Context: an optimization exercise on an open-source flow, tuned for small area, a short achievable clock period and few clock cycles per item. The choices shown serve that exercise and are no tape-out recipe. Function was checked by simulation only, so behaviour that the tests miss may differ from the original.

Setup of gamma:
==> flow/design.v <==
module qr_decomp #(parameter DATA_WIDTH=16, ADDR_WIDTH=4)(
input [DATA_WIDTH-1:0] A,
input clk,reset, start,
output a_ready,    
output q_valid,    
output done,       
output [DATA_WIDTH-1:0] q1out,
output [DATA_WIDTH-1:0] q2out,
output  [DATA_WIDTH-1:0] q3out
    );
  reg [21:1] ph;
  reg        ar, qv, dn, o_q, o_c;
  wire       run   = |ph;
  wire       take0 = ~run & ~dn & start & ~reset;
  wire [21:1] phn  = {ph[20:1], take0};    
  assign a_ready = take0 | ar;
  assign q_valid = qv;
  assign done    = dn;
  reg s_sqx, s_sqa, s_sqb, s_a2, s_b2, s_sa0, s_sa1, s_sa2, s_sb0, s_sb1, s_sb2;
  reg s_x0, s_x1, s_x2, s_sacc;
  reg b_x0, b_x1, b_x2, b_nx0, b_nx1, b_nx2, b_s, b_nacc;
  reg b_rc, b_q0, b_q1, b_q2, b_neg;
  reg c_a;                  
  reg d_a0, d_a1, d_a2, d_b0, d_b1, d_b2, d_e, d_m0, d_m1, d_m2, d_acc;
  always @(posedge clk) begin
    if (reset) begin
      ph <= 21'd0; ar <= 1'b0; qv <= 1'b0; dn <= 1'b0; o_q <= 1'b0; o_c <= 1'b0;
      {s_sqx, s_sqa, s_sqb, s_a2, s_b2, s_sa0, s_sa1, s_sa2, s_sb0, s_sb1, s_sb2} <= 11'd0;
      {s_x0, s_x1, s_x2, s_sacc} <= 4'd0;
      {b_x0, b_x1, b_x2, b_nx0, b_nx1, b_nx2, b_s, b_nacc} <= 8'd0;
      {b_rc, b_q0, b_q1, b_q2, b_neg} <= 5'd0;
      {d_a0, d_a1, d_a2, d_b0, d_b1, d_b2, d_e, d_m0, d_m1, d_m2, d_acc} <= 11'd0;
      c_a <= 1'b0;
    end else begin
      ph <= phn;
      if (take0) ar <= 1'b1;
      if (ph[8]) ar <= 1'b0;
      qv  <= phn[7] | phn[14] | phn[21];
      o_q <= phn[14];
      o_c <= phn[21];
      if (phn[21]) dn <= 1'b1;
      s_sqx <= phn[1] | phn[2] | phn[3];
      s_a2  <= phn[4] | phn[5] | phn[6];
      s_b2  <= phn[7] | phn[8] | phn[9];
      s_x0  <= phn[4] | phn[7];
      s_x1  <= phn[5] | phn[8];
      s_x2  <= phn[6] | phn[9];
      s_sqa <= phn[10] | phn[11] | phn[12];
      s_sa0 <= phn[10]; s_sa1 <= phn[11]; s_sa2 <= phn[12];
      s_sqb <= phn[18] | phn[19] | phn[20];
      s_sb0 <= phn[18]; s_sb1 <= phn[19]; s_sb2 <= phn[20];
      s_sacc <= ~(phn[1] | phn[4] | phn[7] | phn[10] | phn[18]);
      b_x0  <= phn[4] | phn[14];
      b_x1  <= phn[5] | phn[15];
      b_x2  <= phn[6] | phn[16];
      b_nx0 <= phn[8] | phn[11];
      b_nx1 <= phn[9] | phn[12];
      b_nx2 <= phn[10] | phn[13];
      b_s   <= phn[7];
      b_nacc <= phn[17] | phn[18] | phn[19];
      b_rc  <= (|phn[13:4]);
      b_q0  <= phn[14] | phn[17];
      b_q1  <= phn[15] | phn[18];
      b_q2  <= phn[16] | phn[19];
      b_neg <= (|phn[13:8]) | phn[17] | phn[18] | phn[19];
      d_a0 <= phn[8];  d_a1 <= phn[9];  d_a2 <= phn[10];
      d_b0 <= phn[11]; d_b1 <= phn[12]; d_b2 <= phn[13];
      d_e  <= |phn[13:8];
      d_m0 <= phn[17]; d_m1 <= phn[18]; d_m2 <= phn[19];
      d_acc <= phn[15] | phn[16];
      c_a  <= phn[13];
    end
  end
  reg [15:0] X0, X1, X2;         
  reg [7:0]  A0, A1, A2;         
  reg [7:0]  B0, B1, B2;         
  reg [15:0] Q0, Q1, Q2;         
  reg [15:0] S;                  
  reg [15:0] RC;                 
  wire [15:0] cq0, cq1, cq2;
  assign q1out = o_q ? Q0 : o_c ? cq0 : X0;
  assign q2out = o_q ? Q1 : o_c ? cq1 : X1;
  assign q3out = o_q ? Q2 : o_c ? cq2 : X2;
  function [3:0] band(input [15:0] s);
    if      (s >= 16'd211) band = 4'd14;
    else if (s >= 16'd157) band = 4'd13;
    else if (s >= 16'd133) band = 4'd12;
    else if (s >= 16'd111) band = 4'd11;
    else if (s >= 16'd91)  band = 4'd10;
    else if (s >= 16'd73)  band = 4'd9;
    else if (s >= 16'd57)  band = 4'd8;
    else if (s >= 16'd43)  band = 4'd7;
    else if (s >= 16'd31)  band = 4'd6;
    else if (s >= 16'd21)  band = 4'd5;
    else if (s >= 16'd13)  band = 4'd4;
    else if (s >= 16'd7)   band = 4'd3;
    else if (s >= 16'd3)   band = 4'd2;
    else if (s != 16'd0)   band = 4'd1;
    else                   band = 4'd0;
  endfunction
  function [15:0] rcval(input [3:0] b);
    case (b)
      4'd1: rcval = 16'd256;  4'd2: rcval = 16'd128;  4'd3: rcval = 16'd84;
      4'd4: rcval = 16'd64;   4'd5: rcval = 16'd50;   4'd6: rcval = 16'd42;
      4'd7: rcval = 16'd36;   4'd8: rcval = 16'd32;   4'd9: rcval = 16'd28;
      4'd10: rcval = 16'd24;  4'd11: rcval = 16'd22;  4'd12: rcval = 16'd20;
      4'd13: rcval = 16'd18;  4'd14: rcval = 16'd16;
      default: rcval = 16'h7ffe;
    endcase
  endfunction
  function [15:0] cu8(input [7:0] v, input [3:0] b);
    reg [15:0] t1, t2, t3;
    begin
      t1 = 16'd0; t2 = 16'd0; t3 = 16'd0;
      case (b)
        4'd1: t1 = {v, 8'd0};                                               
        4'd2: t1 = {1'b0, v, 7'd0};                                         
        4'd3: begin t1 = {2'd0, v, 6'd0}; t2 = {4'd0, v, 4'd0}; t3 = {6'd0, v, 2'd0}; end  
        4'd4: t1 = {2'd0, v, 6'd0};                                         
        4'd5: begin t1 = {3'd0, v, 5'd0}; t2 = {4'd0, v, 4'd0}; t3 = {7'd0, v, 1'd0}; end  
        4'd6: begin t1 = {3'd0, v, 5'd0}; t2 = {5'd0, v, 3'd0}; t3 = {7'd0, v, 1'd0}; end  
        4'd7: begin t1 = {3'd0, v, 5'd0}; t2 = {6'd0, v, 2'd0}; end        
        4'd8: t1 = {3'd0, v, 5'd0};                                         
        4'd9: begin t1 = {4'd0, v, 4'd0}; t2 = {5'd0, v, 3'd0}; t3 = {6'd0, v, 2'd0}; end  
        4'd10: begin t1 = {4'd0, v, 4'd0}; t2 = {5'd0, v, 3'd0}; end       
        4'd11: begin t1 = {4'd0, v, 4'd0}; t2 = {6'd0, v, 2'd0}; t3 = {7'd0, v, 1'd0}; end  
        4'd12: begin t1 = {4'd0, v, 4'd0}; t2 = {6'd0, v, 2'd0}; end       
        4'd13: begin t1 = {4'd0, v, 4'd0}; t2 = {7'd0, v, 1'd0}; end       
        4'd14: t1 = {4'd0, v, 4'd0};                                        
        default: ;
      endcase
      cu8 = t1 + t2 + t3;
    end
  endfunction
  reg  [3:0] bandr;             
  wire [7:0] sa = ({8{s_sqx}} & X2[7:0]) | ({8{s_a2}} & A2) | ({8{s_b2}} & B2) |
                  ({8{s_sa0}} & A0) | ({8{s_sa1}} & A1) | ({8{s_sa2}} & A2) |
                  ({8{s_sb0}} & B0) | ({8{s_sb1}} & B1) | ({8{s_sb2}} & B2);
  wire [15:0] sb = ({16{s_sqx}} & {X2[14:8], 1'b0, X2[7:0]}) |
                   ({16{s_x0}} & X0) | ({16{s_x1}} & X1) | ({16{s_x2}} & X2) |
                   ({16{s_sqa | s_sqb}} & {8'd0, sa});
  wire [15:0] snext = sa * sb + ({16{s_sacc}} & S);
  wire [15:0] ba = ({16{b_x0}} & X0) | ({16{b_x1}} & X1) | ({16{b_x2}} & X2) |
                   ({16{b_nx0}} & ~X0) | ({16{b_nx1}} & ~X1) | ({16{b_nx2}} & ~X2) |
                   ({16{b_s}} & S) | ({16{b_nacc}} & ~RC);
  wire [15:0] bb = ({16{b_rc}} & RC) |
                   ({16{b_q0}} & Q0) | ({16{b_q1}} & Q1) | ({16{b_q2}} & Q2);
  wire [7:0]  av = ({8{d_a0}} & A0) | ({8{d_a1}} & A1) | ({8{d_a2}} & A2) |
                   ({8{d_b0}} & B0) | ({8{d_b1}} & B1) | ({8{d_b2}} & B2);
  wire [23:0] badd = ({24{d_e}} & {av, 16'h00ff}) |
                     ({24{d_m0}} & {X0, 8'hff}) | ({24{d_m1}} & {X1, 8'hff}) |
                     ({24{d_m2}} & {X2, 8'hff}) | ({24{d_acc}} & {RC, B0});
  wire [7:0]  bbn  = ~bb[7:0] + 8'd1;
  wire [23:0] bcor = {24{b_neg}} & {bbn, bb};
  wire [23:0] br   = badd + bcor + ba * bb;
  wire [7:0] cv0 = c_a ? A0 : B0;
  wire [7:0] cv1 = c_a ? A1 : B1;
  wire [7:0] cv2 = c_a ? A2 : B2;
  assign cq0 = cu8(cv0, bandr);
  assign cq1 = cu8(cv1, bandr);
  assign cq2 = cu8(cv2, bandr);
  always @(posedge clk) begin
    if (a_ready) begin
      if (take0 | ph[1] | ph[2]) begin X2 <= A; X1 <= X2; X0 <= X1; end
      else if (ph[3] | ph[4] | ph[5]) begin A2 <= A[7:0]; A1 <= A2; A0 <= A1; end
      else begin B2 <= A[7:0]; B1 <= B2; B0 <= B1; end
    end
    S <= snext;                
    if (ph[3])  RC <= rcval(band(snext));
    if (ph[10]) RC <= S;
    if (ph[12] | ph[20]) bandr <= band(snext);
    if (ph[4])  X0 <= br[15:0];
    if (ph[5])  X1 <= br[15:0];
    if (ph[6])  X2 <= br[15:0];
    if (ph[7])  RC <= br[15:0];
    if (ph[8])  A0 <= br[23:16];
    if (ph[9])  A1 <= br[23:16];
    if (ph[10]) A2 <= br[23:16];
    if (ph[11]) X0 <= br[23:8];
    if (ph[12]) X1 <= br[23:8];
    if (ph[13]) X2 <= br[23:8];
    if (ph[14] | ph[15] | ph[16]) begin RC <= br[23:8]; B0 <= br[7:0]; end
    if (ph[17]) B0 <= br[23:16];
    if (ph[18]) B1 <= br[23:16];
    if (ph[19]) B2 <= br[23:16];
    if (ph[13]) begin Q0 <= cq0; Q1 <= cq1; Q2 <= cq2; end
  end
endmodule
clock: 13.0 ns
lec_check: 0
cap_margin: 40
core_margin: 2
core_utilization: 60
cts_buf_list: sky130_fd_sc_hd__clkbuf_8 sky130_fd_sc_hd__clkbuf_4
setup_slack_margin: 5
slew_margin: 40
run.sh (not shown) runs the stock make flow with config.mk's settings and CLKGATE_MAP_FILE= SYNTH_SCRIPT=/design/flow/synth_recipe.tcl, a recipe that flattens the netlist after the stock synthesis.
Testbench counts of gamma, summed over its fixed seeds: cycles 1,840, matrices 80.
> inputs changed (gamma -> epsilon)
diff --git a/flow/design.v b/flow/design.v
--- a/flow/design.v
+++ b/flow/design.v
@@ -9,26 +9,26 @@
 output  [DATA_WIDTH-1:0] q3out
     );
   reg [21:1] ph;
   reg        ar, qv, dn, o_q, o_c;
   wire       run   = |ph;
-  wire       take0 = ~run & ~dn & start & ~reset;
+  wire       take0 = ~run & ~dn & start;
   wire [21:1] phn  = {ph[20:1], take0};    
   assign a_ready = take0 | ar;
   assign q_valid = qv;
   assign done    = dn;
   reg s_sqx, s_sqa, s_sqb, s_a2, s_b2, s_sa0, s_sa1, s_sa2, s_sb0, s_sb1, s_sb2;
-  reg s_x0, s_x1, s_x2, s_sacc;
+  reg s_x0, s_x1, s_x2, s_sacc, s_sen;
   reg b_x0, b_x1, b_x2, b_nx0, b_nx1, b_nx2, b_s, b_nacc;
   reg b_rc, b_q0, b_q1, b_q2, b_neg;
   reg c_a;                  
   reg d_a0, d_a1, d_a2, d_b0, d_b1, d_b2, d_e, d_m0, d_m1, d_m2, d_acc;
   always @(posedge clk) begin
     if (reset) begin
       ph <= 21'd0; ar <= 1'b0; qv <= 1'b0; dn <= 1'b0; o_q <= 1'b0; o_c <= 1'b0;
       {s_sqx, s_sqa, s_sqb, s_a2, s_b2, s_sa0, s_sa1, s_sa2, s_sb0, s_sb1, s_sb2} <= 11'd0;
-      {s_x0, s_x1, s_x2, s_sacc} <= 4'd0;
+      {s_x0, s_x1, s_x2, s_sacc, s_sen} <= 5'd0;
       {b_x0, b_x1, b_x2, b_nx0, b_nx1, b_nx2, b_s, b_nacc} <= 8'd0;
       {b_rc, b_q0, b_q1, b_q2, b_neg} <= 5'd0;
       {d_a0, d_a1, d_a2, d_b0, d_b1, d_b2, d_e, d_m0, d_m1, d_m2, d_acc} <= 11'd0;
       c_a <= 1'b0;
     end else begin
@@ -48,10 +48,11 @@
       s_sqa <= phn[10] | phn[11] | phn[12];
       s_sa0 <= phn[10]; s_sa1 <= phn[11]; s_sa2 <= phn[12];
       s_sqb <= phn[18] | phn[19] | phn[20];
       s_sb0 <= phn[18]; s_sb1 <= phn[19]; s_sb2 <= phn[20];
       s_sacc <= ~(phn[1] | phn[4] | phn[7] | phn[10] | phn[18]);
+      s_sen <= (|phn[12:1]) | phn[18] | phn[19] | phn[20];
       b_x0  <= phn[4] | phn[14];
       b_x1  <= phn[5] | phn[15];
       b_x2  <= phn[6] | phn[16];
       b_nx0 <= phn[8] | phn[11];
       b_nx1 <= phn[9] | phn[12];
@@ -75,10 +76,11 @@
   reg [7:0]  A0, A1, A2;         
   reg [7:0]  B0, B1, B2;         
   reg [15:0] Q0, Q1, Q2;         
   reg [15:0] S;                  
   reg [15:0] RC;                 
+  reg [23:0] ACC;                
   wire [15:0] cq0, cq1, cq2;
   assign q1out = o_q ? Q0 : o_c ? cq0 : X0;
   assign q2out = o_q ? Q1 : o_c ? cq1 : X1;
   assign q3out = o_q ? Q2 : o_c ? cq2 : X2;
   function [3:0] band(input [15:0] s);
@@ -140,18 +142,18 @@
                    ({16{s_x0}} & X0) | ({16{s_x1}} & X1) | ({16{s_x2}} & X2) |
                    ({16{s_sqa | s_sqb}} & {8'd0, sa});
   wire [15:0] snext = sa * sb + ({16{s_sacc}} & S);
   wire [15:0] ba = ({16{b_x0}} & X0) | ({16{b_x1}} & X1) | ({16{b_x2}} & X2) |
                    ({16{b_nx0}} & ~X0) | ({16{b_nx1}} & ~X1) | ({16{b_nx2}} & ~X2) |
-                   ({16{b_s}} & S) | ({16{b_nacc}} & ~RC);
+                   ({16{b_s}} & S) | ({16{b_nacc}} & ~ACC[23:8]);
   wire [15:0] bb = ({16{b_rc}} & RC) |
                    ({16{b_q0}} & Q0) | ({16{b_q1}} & Q1) | ({16{b_q2}} & Q2);
   wire [7:0]  av = ({8{d_a0}} & A0) | ({8{d_a1}} & A1) | ({8{d_a2}} & A2) |
                    ({8{d_b0}} & B0) | ({8{d_b1}} & B1) | ({8{d_b2}} & B2);
   wire [23:0] badd = ({24{d_e}} & {av, 16'h00ff}) |
                      ({24{d_m0}} & {X0, 8'hff}) | ({24{d_m1}} & {X1, 8'hff}) |
-                     ({24{d_m2}} & {X2, 8'hff}) | ({24{d_acc}} & {RC, B0});
+                     ({24{d_m2}} & {X2, 8'hff}) | ({24{d_acc}} & ACC);
   wire [7:0]  bbn  = ~bb[7:0] + 8'd1;
   wire [23:0] bcor = {24{b_neg}} & {bbn, bb};
   wire [23:0] br   = badd + bcor + ba * bb;
   wire [7:0] cv0 = c_a ? A0 : B0;
   wire [7:0] cv1 = c_a ? A1 : B1;
@@ -163,11 +165,11 @@
     if (a_ready) begin
       if (take0 | ph[1] | ph[2]) begin X2 <= A; X1 <= X2; X0 <= X1; end
       else if (ph[3] | ph[4] | ph[5]) begin A2 <= A[7:0]; A1 <= A2; A0 <= A1; end
       else begin B2 <= A[7:0]; B1 <= B2; B0 <= B1; end
     end
-    S <= snext;                
+    if (s_sen) S <= snext;
     if (ph[3])  RC <= rcval(band(snext));
     if (ph[10]) RC <= S;
     if (ph[12] | ph[20]) bandr <= band(snext);
     if (ph[4])  X0 <= br[15:0];
     if (ph[5])  X1 <= br[15:0];
@@ -177,11 +179,11 @@
     if (ph[9])  A1 <= br[23:16];
     if (ph[10]) A2 <= br[23:16];
     if (ph[11]) X0 <= br[23:8];
     if (ph[12]) X1 <= br[23:8];
     if (ph[13]) X2 <= br[23:8];
-    if (ph[14] | ph[15] | ph[16]) begin RC <= br[23:8]; B0 <= br[7:0]; end
+    if (ph[14] | ph[15] | ph[16]) ACC <= br;
     if (ph[17]) B0 <= br[23:16];
     if (ph[18]) B1 <= br[23:16];
     if (ph[19]) B2 <= br[23:16];
     if (ph[13]) begin Q0 <= cq0; Q1 <= cq1; Q2 <= cq2; end
   end
--- outcome ---
- Comparing gamma and epsilon, area of the mapped netlist is lower on gamma.
- gamma has a lower clock distribution area overhead in the final layout than epsilon.
- Taking gamma as the reference point, the minimum setup slack among reg-to-reg paths of epsilon rises by 0.11 ns.
- Via count: higher on gamma
- Final critical-path share of the clock period (lower): gamma
- The synthesized flop and latch total of epsilon exceeds that of gamma by 25.
- Compared with gamma, epsilon shows a lower fraction of met2 tracks used by global routing.
Testbench counts of epsilon, summed over its fixed seeds: cycles 1,840, matrices 80.

separate check: timing with driven ports:
In the flow no input, the clock included, has a driving cell. The finished layouts below were timed again as built, in two steps. Step 1, drivers: a clkbuf_16 drives clk and a buf_2 each remaining input, both assumed. Step 2 times the ports against the registers' clock, not the clock port: input delays grow and output delays shrink by t, the midpoint of the rising clock arrivals with the driver on. a / b / c = no drivers / after step 1 / after step 2; a / b = the first two.
| run | t (ns) | slack for setup (ns) | slew at the worst register clock pin (ns) |
|---|---|---|---|
| gamma | 0.667 | 5.057 / 5.043 / 5.057 | 0.07 / 0.07 |
| epsilon | 0.682 | 4.990 / 4.929 / 5.173 | 0.07 / 0.07 |
After both steps setup and hold are still met in every run listed.
